This design comes from an exercise in tuning for small area, a short achievable clock period and few clock cycles per item on the open sky130 flow, not from production work.
No run shown here included a check of the RTL's function; only the layout flow was run.
No activity file was given, so power comes from the tool's default toggle rates.

**flow/design.v**
```verilog
module top(input  logic [15:0] data_i,
           input  logic        valid_i,
           input  logic        clk,
           input  logic        rst_n,
           output logic        ready_o,
           output logic        valid_o,
           output logic [31:0] password_o);
    localparam int PW = 25;
    localparam int LO = 5;
    logic        got_n;    
    logic        rdy;      
    logic        tk;       
    logic [15:0] cnt;      
    logic        drain;    
    logic [15:0] x;        
    logic        xv;       
    logic        mv;       
    logic        big;      
    logic        big_in;   
    logic        big_nx;   
    assign ready_o = rdy;
    assign mv      = valid_i & got_n & rdy & rst_n;
    assign big     = xv & !rdy;
    assign big_in  = (data_i[14:11] != 4'd0) || (data_i[10:0] >= 11'd1600);
    assign big_nx  = x[14:0] >= 15'd3200;
    always_ff @(posedge clk) begin
        got_n <= rst_n & (got_n | valid_i);
        tk    <= mv;
        if (big) begin
            x[14:6] <= x[14:6] - 9'd25;
        end else begin
            x  <= data_i;
        end
        xv  <= rst_n & (big | mv);
        rdy <= !rst_n | (big ? !big_nx : !(mv & big_in));
    end
    logic [3:0]  qh;
    logic [6:0]  rh;
    assign qh[0] = (x[10:6] == 5'd2) | (x[10:6] == 5'd3) | (x[10:6] == 5'd5) | (x[10:6] == 5'd6) | (x[10:6] == 5'd8) | (x[10:6] == 5'd9) | (x[10:6] == 5'd11) | (x[10:6] == 5'd12) | (x[10:6] == 5'd15) | (x[10:6] == 5'd18) | (x[10:6] == 5'd21) | (x[10:6] == 5'd24);
    assign qh[1] = (x[10:6] == 5'd4) | (x[10:6] == 5'd5) | (x[10:6] == 5'd6) | (x[10:6] == 5'd10) | (x[10:6] == 5'd11) | (x[10:6] == 5'd12) | (x[10:6] == 5'd16) | (x[10:6] == 5'd17) | (x[10:6] == 5'd18) | (x[10:6] == 5'd22) | (x[10:6] == 5'd23) | (x[10:6] == 5'd24);
    assign qh[2] = (x[10:6] == 5'd7) | (x[10:6] == 5'd8) | (x[10:6] == 5'd9) | (x[10:6] == 5'd10) | (x[10:6] == 5'd11) | (x[10:6] == 5'd12) | (x[10:6] == 5'd19) | (x[10:6] == 5'd20) | (x[10:6] == 5'd21) | (x[10:6] == 5'd22) | (x[10:6] == 5'd23) | (x[10:6] == 5'd24);
    assign qh[3] = (x[10:6] == 5'd13) | (x[10:6] == 5'd14) | (x[10:6] == 5'd15) | (x[10:6] == 5'd16) | (x[10:6] == 5'd17) | (x[10:6] == 5'd18) | (x[10:6] == 5'd19) | (x[10:6] == 5'd20) | (x[10:6] == 5'd21) | (x[10:6] == 5'd22) | (x[10:6] == 5'd23) | (x[10:6] == 5'd24);
    assign rh[0] = 1'b0;
    assign rh[1] = 1'b0;
    assign rh[2] = (x[10:6] == 5'd2) | (x[10:6] == 5'd3) | (x[10:6] == 5'd5) | (x[10:6] == 5'd6) | (x[10:6] == 5'd8) | (x[10:6] == 5'd9) | (x[10:6] == 5'd11) | (x[10:6] == 5'd12) | (x[10:6] == 5'd15) | (x[10:6] == 5'd18) | (x[10:6] == 5'd21) | (x[10:6] == 5'd24);
    assign rh[3] = (x[10:6] == 5'd2) | (x[10:6] == 5'd3) | (x[10:6] == 5'd4) | (x[10:6] == 5'd8) | (x[10:6] == 5'd9) | (x[10:6] == 5'd10) | (x[10:6] == 5'd15) | (x[10:6] == 5'd16) | (x[10:6] == 5'd17) | (x[10:6] == 5'd21) | (x[10:6] == 5'd22) | (x[10:6] == 5'd23);
    assign rh[4] = (x[10:6] == 5'd2) | (x[10:6] == 5'd3) | (x[10:6] == 5'd4) | (x[10:6] == 5'd5) | (x[10:6] == 5'd6) | (x[10:6] == 5'd7) | (x[10:6] == 5'd15) | (x[10:6] == 5'd16) | (x[10:6] == 5'd17) | (x[10:6] == 5'd18) | (x[10:6] == 5'd19) | (x[10:6] == 5'd20);
    assign rh[5] = (x[10:6] == 5'd4) | (x[10:6] == 5'd7) | (x[10:6] == 5'd10) | (x[10:6] == 5'd13) | (x[10:6] == 5'd14) | (x[10:6] == 5'd15) | (x[10:6] == 5'd18) | (x[10:6] == 5'd21) | (x[10:6] == 5'd24);
    assign rh[6] = (x[10:6] == 5'd1) | (x[10:6] == 5'd3) | (x[10:6] == 5'd6) | (x[10:6] == 5'd9) | (x[10:6] == 5'd12) | (x[10:6] == 5'd14) | (x[10:6] == 5'd17) | (x[10:6] == 5'd20) | (x[10:6] == 5'd23);
    logic [7:0]  hs;
    logic        hge;
    logic [3:0]  q_h;
    logic [6:0]  r_h;
    logic [6:0]  a_h;      
    assign hs  = {1'b0, rh} + {2'b0, x[5:0]};
    assign hge = hs >= 8'd100;
    assign r_h = hge ? 7'(hs - 8'd100) : hs[6:0];
    assign q_h = qh + {3'd0, hge};
    assign a_h = x[15] ? r_h : 7'(7'd100 - r_h);
    logic [3:0] q1;
    logic [6:0] a1;
    logic       d1, i1;
    logic       xm;        
    assign xm = xv & rdy;
    always_ff @(posedge clk) begin
        q1 <= xm ? q_h : 4'd0;
        a1 <= xm ? a_h : 7'd0;
        d1 <= x[15] | !xm;
        i1 <= big;
    end
    logic [6:0] dial;
    logic [7:0] a;
    logic       ge, le, hit, hit1;
    logic [6:0] ndial;
    assign a = {1'b0, dial} + {1'b0, a1};
    assign ge    = a[7] | (a[6] & a[5] & (a[4] | a[3] | a[2]));
    assign le    = !ge | (a == 8'd100);
    assign hit   = d1 ? ge : (le && dial != 7'd0);
    assign ndial = ge ? 7'(a - 8'd100) : a[6:0];
    logic [PW-1:0] pw;
    logic [LO:0]   lo;
    logic          cy;
    logic [PW-LO-1:0] hi_n;
    assign lo = {1'b0, pw[LO-1:0]} + (LO+1)'({i1, q1}) + (LO+1)'(hit1);
    always_comb
        for (int i = 0; i < PW - LO; i++)
            hi_n[i] = pw[LO + i] ^ (cy & &(pw[PW-1:LO] | ~((PW-LO)'((1 << i) - 1))));
    always_ff @(posedge clk) begin
        if (!got_n) begin
            dial <= 7'd50;
            hit1 <= 1'b0;
            cy   <= 1'b0;
            pw   <= '0;
        end else begin
            dial <= ndial;
            hit1 <= hit;
            cy   <= lo[LO];
            pw   <= {hi_n, lo[LO-1:0]};
        end
    end
    always_ff @(posedge clk) begin
        if (!got_n) cnt <= data_i;
        else        cnt <= cnt - {15'd0, tk | drain};
        drain   <= got_n & (drain | (cnt == 16'd0 && !xv));
        valid_o <= rst_n & got_n & drain & (cnt[1:0] == 2'd3);
    end
    assign password_o = {{(32 - PW){1'b0}}, pw};
endmodule
```
**flow/flow/run.sh**
```bash
#!/bin/bash
# The standard layout (the standard.sh: ORFS synthesis to final layout),
# with: port buffers of sky130_fd_sc_hd__buf_2 cells instead of the slower
# delay buffers buffer_ports picks on its own; a clock tree of clkbuf_8 cells
# without dummy loads; and ORFS's timing repair aiming for 9.25 ns of setup
# slack (a 3.75 ns cycle) instead of 0.
set -euo pipefail
bash standard.sh BUFFER_PORTS_ARGS="-buffer_cell sky130_fd_sc_hd__buf_2" \
    CTS_ARGS="-sink_clustering_enable -repair_clock_nets -dont_use_dummy_load -buf_list sky130_fd_sc_hd__clkbuf_8 -sink_clustering_size 30 -sink_clustering_max_diameter 100" \
    SETUP_SLACK_MARGIN=9.25 \
    finish > standard.log 2>&1
```
**flow/config.mk**
```make
export PLATFORM = sky130hd
export DESIGN_NAME = top
export DESIGN_NICKNAME = top
export VERILOG_FILES = /design/flow/design.v
export SDC_FILE = /design/flow/constraint.sdc
export NUM_CORES = 4
export LEC_CHECK = 0
export ABC_AREA = 1
export CAP_MARGIN = 20
export CORE_MARGIN = 2
export CORE_UTILIZATION = 40
export PLACE_DENSITY = 0.6
export SLEW_MARGIN = 20
```
**flow/standard.sh**
```bash
#!/bin/bash
# synth_recipe.tcl (not shown) runs the flow's synth.tcl, then flattens the netlist and writes it again
# the make line also repeats each setting of config.mk as NAME=value (left out here)
make -C /OpenROAD-flow-scripts/flow DESIGN_CONFIG=/design/flow/config.mk WORK_HOME=/design/flow/orfs CLKGATE_MAP_FILE= SYNTH_SCRIPT=/design/flow/synth_recipe.tcl "${@:-finish}"
```
**flow/constraint.sdc**
```tcl
create_clock -name core_clock -period 13.0 [get_ports {clk}]
set_input_delay 2.6000 -clock core_clock [delete_from_list [all_inputs] [get_ports {clk}]]
set_output_delay 2.6000 -clock core_clock [all_outputs]
set_load 0.01 [all_outputs]
```
==> results of run 1 <==
## path summary, 6_finish.rpt
| path | from | slack (ns) | end | depth (start not counted) |
|---|---|---|---|---|
| worst max register to register | x[6] | 9.51 | a1[3] | 22 |
| worst max-delay path | pw[15] | 9.41 | password_o[15] | 1 |
| worst min-delay path | pw[20] | 0.48 | pw[20] | 2 |
| worst min register to register | pw[20] | 0.48 | pw[20] | 2 |
## sequential cells by signal, summed over array words and instances (netlist names)
| name | flops |
|---|---|
| xv | 1 |
| drain | 1 |
| q1 | 4 |
| cnt | 16 |
| d1 | 1 |
| pw | 25 |
| tk | 1 |
| dial | 7 |
| got_n | 1 |
| i1 | 1 |
| hit1 | 1 |
| x | 16 |
| cy | 1 |
| rdy | 1 |
| valid_o | 1 |
| a1 | 7 |
## layout by cell type (no fill, tap or decap), types with 4 or more instances in the layout
cell type	synthesis	layout
conb_1	1	7
nand3_1	26	26
fa_1	4	4
xnor2_1	7	7
ha_1	31	29
a31oi_1	9	9
clkbuf_8	0	9
nand2_1	119	119
nand3b_1	4	4
nor2_1	78	75
edfxtp_1	7	7
dfxtp_2	0	4
o21ai_0	44	43
dfxtp_1	78	74
nor2_2	1	4
nor3_1	15	14
nand2_2	7	6
o21ai_1	3	4
buf_2	0	45
inv_1	95	94
xor2_1	12	11
a21oi_1	46	46
or2_2	8	8
nand4_1	9	9
nor2_4	6	6
nor4_1	10	10
## worst register-to-register path, delay by kind of cell (launching register included)
family / cells / cell delay, ns
AO/OA/AOI/OAI: 2 / 0.31
buffers and inverters: 4 / 0.34
flip-flops: 1 / 0.38
adder cells (fa/ha/maj): 4 / 1.16
AND/OR/NAND/NOR: 12 / 1.27
## cell usage after synthesis
cell      instances  area (um2)
xnor2_1           7       61.31
nand4_1           9       56.30
or2_1             1       6.260
a21oi_1          46       230.2
o211ai_1          1       7.510
or2_2             8       50.05
dfxtp_1          78        1562
edfxtp_1          7       210.2
a31oi_1           9       56.30
clkbuf_1          8       30.03
nor2_1           78       292.8
o22ai_1           1       6.260
clkinv_1          1       3.750
o21ai_1           3       15.01
xor2_1           12       105.1
conb_1            1       3.750
a21oi_2           1       8.760
o311ai_0          1       8.760
o31ai_1           3       22.52
a21o_1            1       7.510
nor4_1           10       62.56
or3_1             1       6.260
a211oi_1          1       7.510
nand2_4           2       22.52
inv_2             2       7.510
nand3_2           2       20.02
nor2_4            6       67.56
nor3_1           15       75.07
nand3b_1          4       30.03
nor2_2            1       6.260
nand2_1         119       446.7
fa_1              4       80.08
o21bai_1          1       7.510
nor3_4            1       16.27
ha_1             31       387.9
buf_4             9       67.56
inv_1            95       356.6
nand2_2           7       43.79
o21ai_0          44       220.2
nand3_1          26       130.1
## cell type report
class	count	area [um2]
Timing Repair Buffer	47	240.2
Multi-Input combinational cell	463	2649
Tap cell	147	183.9
Fill cell	1218	6520
Inverter	98	367.9
Sequential cell	85	1777
Clock buffer	9	123.9
## layer usage
metal	up-vias	wire length (um)	part of all wire, %	track usage, %
met5	-	0	0	0
met4	0	148	1.4	5.691
met3	11	243	2.2	3.348
met2	46	5493	51	31.70
met1	1967	4978	46	21.90
li1	2210	-	-	-
## kinds of logic (layout without fill, tap and decap cells)
family                     count (synthesis)  in the layout  share of synthesized area (%)
other                                      1              7                        0.07803
DFF                                       85             85                          36.87
xor gates and xnor gates                  19             19                          3.463
AOI/OAI and AO/OA                        112            112                          12.44
buffers and inverters                    115            154                          9.685
and+or+nand+nor                          290            290                          27.73
adders and majority gates                 35             35                          9.737
## metrics by stage
stage	utilization, %	setup WS [ns]	instance area [um2]	std cells
after floorplan	-	9.796	4828	663
after global placement	43.40	9.418	5147	839
after detailed placement	43.40	9.368	5147	839
after CTS	44.44	9.365	5271	848
after global routing	45.03	9.233	5341	849
final	45.03	9.412	5341	849
## timing repair
action                                  4_1_cts  5_1_grt
endpoints found under the setup margin        0        7
setup buffers                                 0        1
gates resized for setup                       0       17
## power by group through the flow
stage	Sequential [W]	Combinational (W)	Clock, W
after floorplan	0.000297	0.000128	0
after global placement	0.000301	0.000154	0
after detailed placement	0.000302	0.000159	0
after CTS	0.000296	0.000160	0.000151
after global routing	0.000298	0.000191	0.000162
final	0.000296	0.000164	0.000146
==> results.txt, run 1 <==
outcome no timing/DRC/antenna violations; Routed Antenna Nets 0; first-pass GRT wire length around 19 mm; synthesized flop and latch total 85; Die X approximately 110 um; internal power between 0.0004 and 0.0005 W; Num CTS Buffers 9; final max-slew violation count 0; Mapped Cells 657; die area between 10000 and 15000 um2; share of post-route cells with drive strength above 1 between 10 and 15%; Design Power approximately 0.00061 W; unrepaired setup endpoints after global routing no; Crit Path Max Fanout 5; slowest cell delay on critical path 0.44 ns; switching power around 0.0002 W; Pwr Density around 110 nW/um2; Switching Share about a third; Wirelength per Cell 12.80 um; vias between 4000 and 5000; shortest period the worst path allows between 3 and 4 ns; grt total ovfl 0; initial cell density of the core slightly above 40%; Sink Count 85; CTS Root Cell clkbuf_8; CTS Hold Bufs 0; Gate power share a little over a quarter; final setup vio count 0; Worst Max-Slew Pin Slew between 1 and 1.5 ns; CTS tree built; crit path cell chain buf_2; Final Hold Vio Count 0; worst hold path class register to register; largest net degree at the start of global routing 39; Critical Path Start Type register; Leak between 2 and 3 nW; Slew headroom 31.43%; WL final ~11 mm; DRT iter0 DRCs 214; CP bufs+invs 1; Worst VDD drop ~53 uV; sequential share of power ~49%; WS Path Type register to output pin; Port Buffer Count 45; setup TNS 0 ns; clock-pin transition on the worst setup and hold timing paths around 0.090 ns; post-synthesis sequential area ratio 36.87%; Crit-path slowest cell dfxtp_1; syn_area_per_cell 7.315 um2; hold_ws 0.4823 ns; final worst-path cycle share 27.60%; DP HPWL approximately 8.6 mm; H-tree Lvls 3; WP data arrival 0.99 ns; All-Layer GR Usage about 18%; Yosys warning total 1; mapped cell area about 4800 um2; Yosys cell types 40; via/cell ratio 4.987; worst skew pair latency roughly 0.37 ns; synthesis-to-finish area growth 11.14%; row count 40; Worst Path Required around 10 ns; CP Capture Type output pin; core area between 10000 and 15000 um2; Worst path top cell family by delay flip-flops; # IOs 53; drc violations 0; number of diodes 0; CTS Buffer Depth 2; RePlAce Congestion roughly 0.8; Clock Skew 0.01649 ns; fmax around 0.28 GHz; number of max-cap violations 0; final net count approximately 760; drt pass-1 iters 4; initial antenna violation count 0; Die H roughly 110 um; Clk pwr share between 20% and 30%; number of global-route vias before repair 4084
==> run 2, diff against run 1 <==
--- a/flow/design.v
+++ b/flow/design.v
@@ -11,5 +11,5 @@
     logic        rdy;      
-    logic        tk;       
     logic [15:0] cnt;      
-    logic        drain;    
+    logic        z;        
+    logic        z1;       
     logic [15:0] x;        
@@ -27,3 +27,2 @@
         got_n <= rst_n & (got_n | valid_i);
-        tk    <= mv;
         if (big) begin
@@ -74,3 +73,11 @@
     logic [6:0] ndial;
-    assign a = {1'b0, dial} + {1'b0, a1};
+    always_comb begin
+        logic c;
+        c = 1'b0;
+        for (int i = 0; i < 7; i++) begin
+            a[i] = dial[i] ^ a1[i] ^ c;
+            c = (dial[i] & a1[i]) | (c & (dial[i] ^ a1[i]));
+        end
+        a[7] = c;
+    end
     assign ge    = a[7] | (a[6] & a[5] & (a[4] | a[3] | a[2]));
@@ -81,3 +88,2 @@
     logic [LO:0]   lo;
-    logic          cy;
     logic [PW-LO-1:0] hi_n;
@@ -86,3 +92,3 @@
         for (int i = 0; i < PW - LO; i++)
-            hi_n[i] = pw[LO + i] ^ (cy & &(pw[PW-1:LO] | ~((PW-LO)'((1 << i) - 1))));
+            hi_n[i] = pw[LO + i] ^ (lo[LO] & &(pw[PW-1:LO] | ~((PW-LO)'((1 << i) - 1))));
     always_ff @(posedge clk) begin
@@ -91,3 +97,2 @@
             hit1 <= 1'b0;
-            cy   <= 1'b0;
             pw   <= '0;
@@ -96,3 +101,2 @@
             hit1 <= hit;
-            cy   <= lo[LO];
             pw   <= {hi_n, lo[LO-1:0]};
@@ -100,7 +104,8 @@
     end
+    assign z = got_n & (cnt == 16'd0) & !xv;
     always_ff @(posedge clk) begin
         if (!got_n) cnt <= data_i;
-        else        cnt <= cnt - {15'd0, tk | drain};
-        drain   <= got_n & (drain | (cnt == 16'd0 && !xv));
-        valid_o <= rst_n & got_n & drain & (cnt[1:0] == 2'd3);
+        else        cnt <= cnt - {15'd0, xv & !i1};
+        z1      <= z;
+        valid_o <= rst_n & z & z1;
     end
==> run 2 against run 1 <==
  * Sequential cell count decreased by 2
  * Setup slack got worse by 0.034 ns
  * Hold slack got worse by 0.015 ns
  * Count of clock-buffer cells in the layout unchanged
  * Clock power decreased by 4%
  * Utilization increased by 3.7 points
  * Critical path depth increased by 21
  * Critical path type is now register to register
  * Largest cell class unchanged
  * Largest power group unchanged
==> results.txt, run 2 <==
post-route cell area 5614 um2 (+5.1%); share of post-route cells with drive strength above 1 26.02% (+12 points); Port Buffer Count 45 (unchanged); synth top area cells dfxtp_1 32%, nand2_1 7.3%, inv_1 6.6%; Die X 112.9 um (-0.62%); first-pass GRT wire length 18.13 mm (-2.3%); Worst Path Required 13.23 ns (+2.83 ns); switching power 0.0002132 W (+5.4%); grt total ovfl 0 (unchanged); # IOs 53 (unchanged); largest area contributor in the netlist dfxtp_1; CTS Buffer Depth 2 (unchanged); share of synthesized flip-flops with an asynchronous set or reset 0% (unchanged); CTS Hold Bufs 0 (unchanged); Wirelength per Cell 13.06 um (+2.1%); Final Hold Vio Count 0 (unchanged); Post-synth EDFFs 7 (unchanged); area share of the largest cell type after synthesis 32.07% (-0.42 points); final net count 743 (-2.0%); Slew headroom 57.73% (+26 points); core area 11520 um2 (-2.9%); Worst Max-Slew Pin Slew 0.6334 ns (-0.3941 ns); top-count cell post-synth nand2_1; synthesized flop and latch total 83 (-2.4%); Crit Path Max Fanout 5 (unchanged); commonest non-fill, non-tap cell in the layout nand2_1; largest net degree at the start of global routing 33 (-15%); number of max-cap violations 0 (unchanged); sequential share of power 45.7% (-3.2 points); mapped cell area 4745 um2 (-1.3%); All-Layer GR Usage 17.41% (-0.44 points); DP HPWL 8.047 mm (-6.1%); Worst VDD drop 62.64 uV (+18%); number of global-route vias before repair 4091 (+0.17%); Switching Share 33.76% (+0.40 points); Register Area 1737 um2 (-2.3%); Place WS 8.834 ns (-0.5342 ns); synthesis-to-finish area growth 18.33%; setup TNS 0 ns (unchanged); CTS Root Cell clkbuf_8; Sink Count 83 (-2.4%); Clk pwr share 22.2% (-1.8 points); Design Power 0.0006317 W (+4.2%); syn_area_per_cell 7.665 um2 (+4.8%); shortest period the worst path allows 3.622 ns (+0.03412 ns); Yosys warning total 1 (unchanged); worst hold path class register to register; Commonest cells post-synth 92 x nand2_1, 84 x inv_1, 76 x dfxtp_1; post-synthesis sequential area ratio 36.50% (-0.37 points); Pwr Density 112.5 nW/um2 (-0.89%); Post-DP Area 5089 um2 (-1.1%); most frequent cells in the layout 92 x nand2_1, 78 x inv_1, 72 x dfxtp_1; initial antenna violation count 0 (unchanged); initial cell density of the core 41.20% (+0.68 points); row count 39 (-2.5%); Mapped Cells 619 (-5.8%); reg2reg setup slack 9.38 ns (-0.13 ns); WL final 10.86 mm (about the same); drt pass-1 iters 17 (+13); unrepaired setup endpoints after global routing yes; Die H 112.9 um (-0.62%); RePlAce Congestion 0.9066 (+11%); DRT iter0 DRCs 222 (+3.7%); die area 12750 um2 (-1.2%); Routed Antenna Nets 0 (unchanged); via/cell ratio 4.947 (-0.80%); vias 4111 (-2.9%); fmax 0.2761 GHz (-0.94%); max reg flops 25 (unchanged); WS Path Type register to register; number of fill cells 1151 (-5.5%); CTS tree built; outcome no timing/DRC/antenna violations; clock-pin transition on the worst setup and hold timing paths 0.08 ns (about the same); Yosys cell types 47 (+18%); number of diodes 0 (unchanged); Critical Path Start Type register; CP Capture Type register; Top reg by flops pw; internal power 0.0004184 W (+3.6%); Synth Flop Type dfxtp_1; setup ws final 9.378 ns (-0.03412 ns); Leak 2.624 nW (+1.1%); final worst-path cycle share 27.86% (+0.26 points); final setup vio count 0 (unchanged); Gate power share 32.1% (+5.0 points); H-tree Lvls 3 (unchanged); Num CTS Buffers 9 (unchanged); area of the multi-input gates 2796 um2 (+5.6%); largest registers pw: 25 flops, cnt: 16 flops, x: 16 flops; final max-slew violation count 0 (unchanged); WP data arrival 3.85 ns (+2.86 ns); Clock Skew 0.01988 ns (+0.003392 ns); drc violations 0 (unchanged); worst skew pair latency 0.35 ns (-0.02 ns)
run 2: path summary, 6_finish.rpt:
check | to | cells after the start | start
worst max-delay path | q1[2] | 22 | x[6]
worst max register to register | q1[2] | 22 | x[6]
worst min register to register | hit1 | 2 | d1
worst min-delay path | hit1 | 2 | d1
run 2: worst max-delay path, cell delays in order (launching register included):
cell and delay (ns):
dfxtp_2 0.34, buf_4 0.14, ha_2 0.22, nand2_4 0.11, a21boi_2 0.07, a2111oi_2 0.36, nand4_1 0.19, buf_4 0.18
buf_4 0.12, buf_4 0.12, buf_4 0.12, buf_4 0.12, buf_4 0.13, buf_4 0.13, buf_4 0.12, buf_4 0.12
buf_4 0.12, buf_4 0.12, buf_4 0.13, ha_4 0.15, ha_1 0.18, o21ai_1 0.13, a21oi_1 0.05
run 2: area by class of cell:
type | count | area share (%)
sequential | 83 | 30.93
tap | 143 | 3.187
clock buffer | 9 | 2.206
multi-input combinational | 432 | 49.81
inverter | 94 | 6.441
timing repair buffer | 70 | 7.421
run 2: logic make-up (layout without fill, tap and decap cells):
kind of cell,count (synthesis),count (layout),share of synthesized area (%)
AOI/OAI and AO/OA,99,99,11.47
xor gates and xnor gates,17,17,3.138
adders and majority gates,34,34,10.39
buffers and inverters,110,173,9.625
DFF,83,83,36.50
other,1,7,0.07904
and+or+nand+nor,275,275,28.80
run 2: stage by stage:
step | std cells | hold slack [ns] | util [%]
after floorplan | 625 | 0.4290 | -
after global placement | 799 | 0.4543 | 44.19
after detailed placement | 799 | 0.4563 | 44.19
after CTS | 825 | 0.4739 | 46.65
after global routing | 831 | 0.5080 | 48.75
final | 831 | 0.4672 | 48.75
run 2: what timing repair did:
item                       4_1_cts  5_1_grt
setup endpoints to repair        9       15
buffers inserted                17        6
gates resized for setup         16       48
pin swaps                        7       19
run 2: metal layers:
layer  vias to the layer above  global-route usage, %  part of all wire (%)
li1                       2120                      -                     -
met1                      1901                  20.54                    43
met2                        72                  30.60                    51
met3                        18                  4.499                   3.5
met4                         0                  6.341                   2.3
met5                         -                      0                     0
run 2: power by group through the flow:
stage	Clock [W]	Sequential, W	Combinational, W
2_1_floorplan	0	0.000291	0.000129
3_3_place_gp	0	0.000294	0.000156
3_5_place_dp	0	0.000294	0.000159
4_1_cts	0.000147	0.000288	0.000172
5_1_grt	0.000156	0.000291	0.000227
6_report	0.000140	0.000288	0.000203
==> run 3, diff against run 2 <==
--- a/flow/design.v
+++ b/flow/design.v
@@ -73,11 +73,3 @@
     logic [6:0] ndial;
-    always_comb begin
-        logic c;
-        c = 1'b0;
-        for (int i = 0; i < 7; i++) begin
-            a[i] = dial[i] ^ a1[i] ^ c;
-            c = (dial[i] & a1[i]) | (c & (dial[i] ^ a1[i]));
-        end
-        a[7] = c;
-    end
+    assign a = {1'b0, dial} + {1'b0, a1};
     assign ge    = a[7] | (a[6] & a[5] & (a[4] | a[3] | a[2]));
==> flow/flow/run.sh (replaced) <==
#!/bin/bash
# The standard layout (the standard.sh: ORFS synthesis to final layout),
# with: port buffers of sky130_fd_sc_hd__buf_2 cells instead of the slower
# delay buffers buffer_ports picks on its own; a clock tree of clkbuf_4 and clkbuf_8 cells
# without dummy loads; and ORFS's timing repair aiming for 9.25 ns of setup
# slack (a 3.75 ns cycle) instead of 0.
set -euo pipefail
bash standard.sh BUFFER_PORTS_ARGS="-buffer_cell sky130_fd_sc_hd__buf_2" \
    CTS_ARGS="-sink_clustering_enable -repair_clock_nets -dont_use_dummy_load -buf_list \"sky130_fd_sc_hd__clkbuf_4 sky130_fd_sc_hd__clkbuf_8\" -sink_clustering_size 30 -sink_clustering_max_diameter 100" \
    SETUP_SLACK_MARGIN=9.25 \
    finish > standard.log 2>&1
==> run 3 against run 2 <==
  * The flow now stops in clock tree synthesis
  * Synthesized cell count up 4.7%
  * Area after synthesis up 0.53%
==> results.txt, run 3 <==
DP HPWL 8.211 mm (+2.0%); mapped cell area 4770 um2 (+0.53%); Run Error [ERROR STA-0564] clock_tree_synthesis positional arguments not supported.; Die H 113.2 um (+0.25%); synth top area cells dfxtp_1 32%, nand2_1 9.9%, ha_1 8.1%; post-synthesis sequential area ratio 36.31% (-0.19 points); Synth Flop Type dfxtp_1; Port Buffer Count 45 (unchanged); Commonest cells post-synth 126 x nand2_1, 81 x inv_1, 76 x dfxtp_1; Yosys warning total 1 (unchanged); Mapped Cells 648 (+4.7%); Post-synth EDFFs 7 (unchanged); area share of the largest cell type after synthesis 31.90% (-0.17 points); outcome stopped before the end; synthesized flop and latch total 83 (unchanged); syn_area_per_cell 7.360 um2 (-4.0%); RePlAce Congestion 0.8176 (-9.8%); # IOs 53 (unchanged); largest area contributor in the netlist dfxtp_1; placed insts 828 (+3.6%); top-count cell post-synth nand2_1; Fail Step clock tree synthesis; Yosys cell types 44 (-6.4%); initial cell density of the core 41.42% (+0.22 points); Die X 113.2 um (+0.25%); row count 39 (unchanged); share of synthesized flip-flops with an asynchronous set or reset 0% (unchanged)
run 3: cell types whose count changed after synthesis, sizes merged, moves of 3 or more:
cell    delta
a211oi     -3
a21oi     +15
fa         -5
ha         +6
inv        -5
nand2     +24
nand3      +4
nor2       -5
nor3       -8
xnor2      +3
run 3: power groups by stage:
stage	clock network, W	registers, W	logic, W
2_1_floorplan	0	0.000289	0.000133
3_3_place_gp	0	0.000292	0.000159
3_5_place_dp	0	0.000293	0.000163
run 3: through the flow:
step | worst slack [ns] | util, % | hold slack (ns) | cell area (um2)
2_1_floorplan | 9.673 | - | 0.4436 | 4792
3_3_place_gp | 9.424 | 44.49 | 0.4586 | 5124
3_5_place_dp | 9.249 | 44.49 | 0.4665 | 5124
run 3: logic make-up after synthesis:
family | count (synthesis) | share of synthesized area (%)
xor+xnor | 20 | 3.673
flops | 83 | 36.31
compound gates | 108 | 12.20
fa+ha+maj | 35 | 9.811
other cells | 1 | 0.07862
buf+inv | 103 | 8.736
simple gates | 298 | 29.20
run 3: how the worst min path moves through the flow:
stage	startpoint	endpoint	slack, ns
global placement	pw[24]	pw[24]	0.46
detailed placement	z1	valid_o	0.47
floorplan	z1	valid_o	0.44

re-timing with driven ports:
Ports are ideal in the flow. The routed layouts listed here were re-timed in OpenROAD.
Step 1 (the two cells are an assumption about what drives the block):
set clk [get_ports {clk}]
set_driving_cell -lib_cell sky130_fd_sc_hd__clkbuf_16 $clk
set_driving_cell -lib_cell sky130_fd_sc_hd__buf_2 [delete_from_list [all_inputs] $clk]
Step 2 also shifts input and output timing later by t, the mid clock arrival at the registers, as if the neighbouring blocks saw the same clock.
Slacks: ideal / step 1 / step 2; pairs: ideal / step 1.
run | t (ns) | setup WS [ns] | worst register clock-pin slew, ns | worst data-port slew with drivers (ns) | cell pins on the clock port's net
run 1 | 0.392 | 9.412 / 9.379 / 9.423 | 0.09 / 0.09 | 0.06 | 1
run 2 | 0.378 | 9.378 / 9.378 / 9.378 | 0.08 / 0.08 | 0.05 | 1
After both steps every run listed still meets setup and hold.
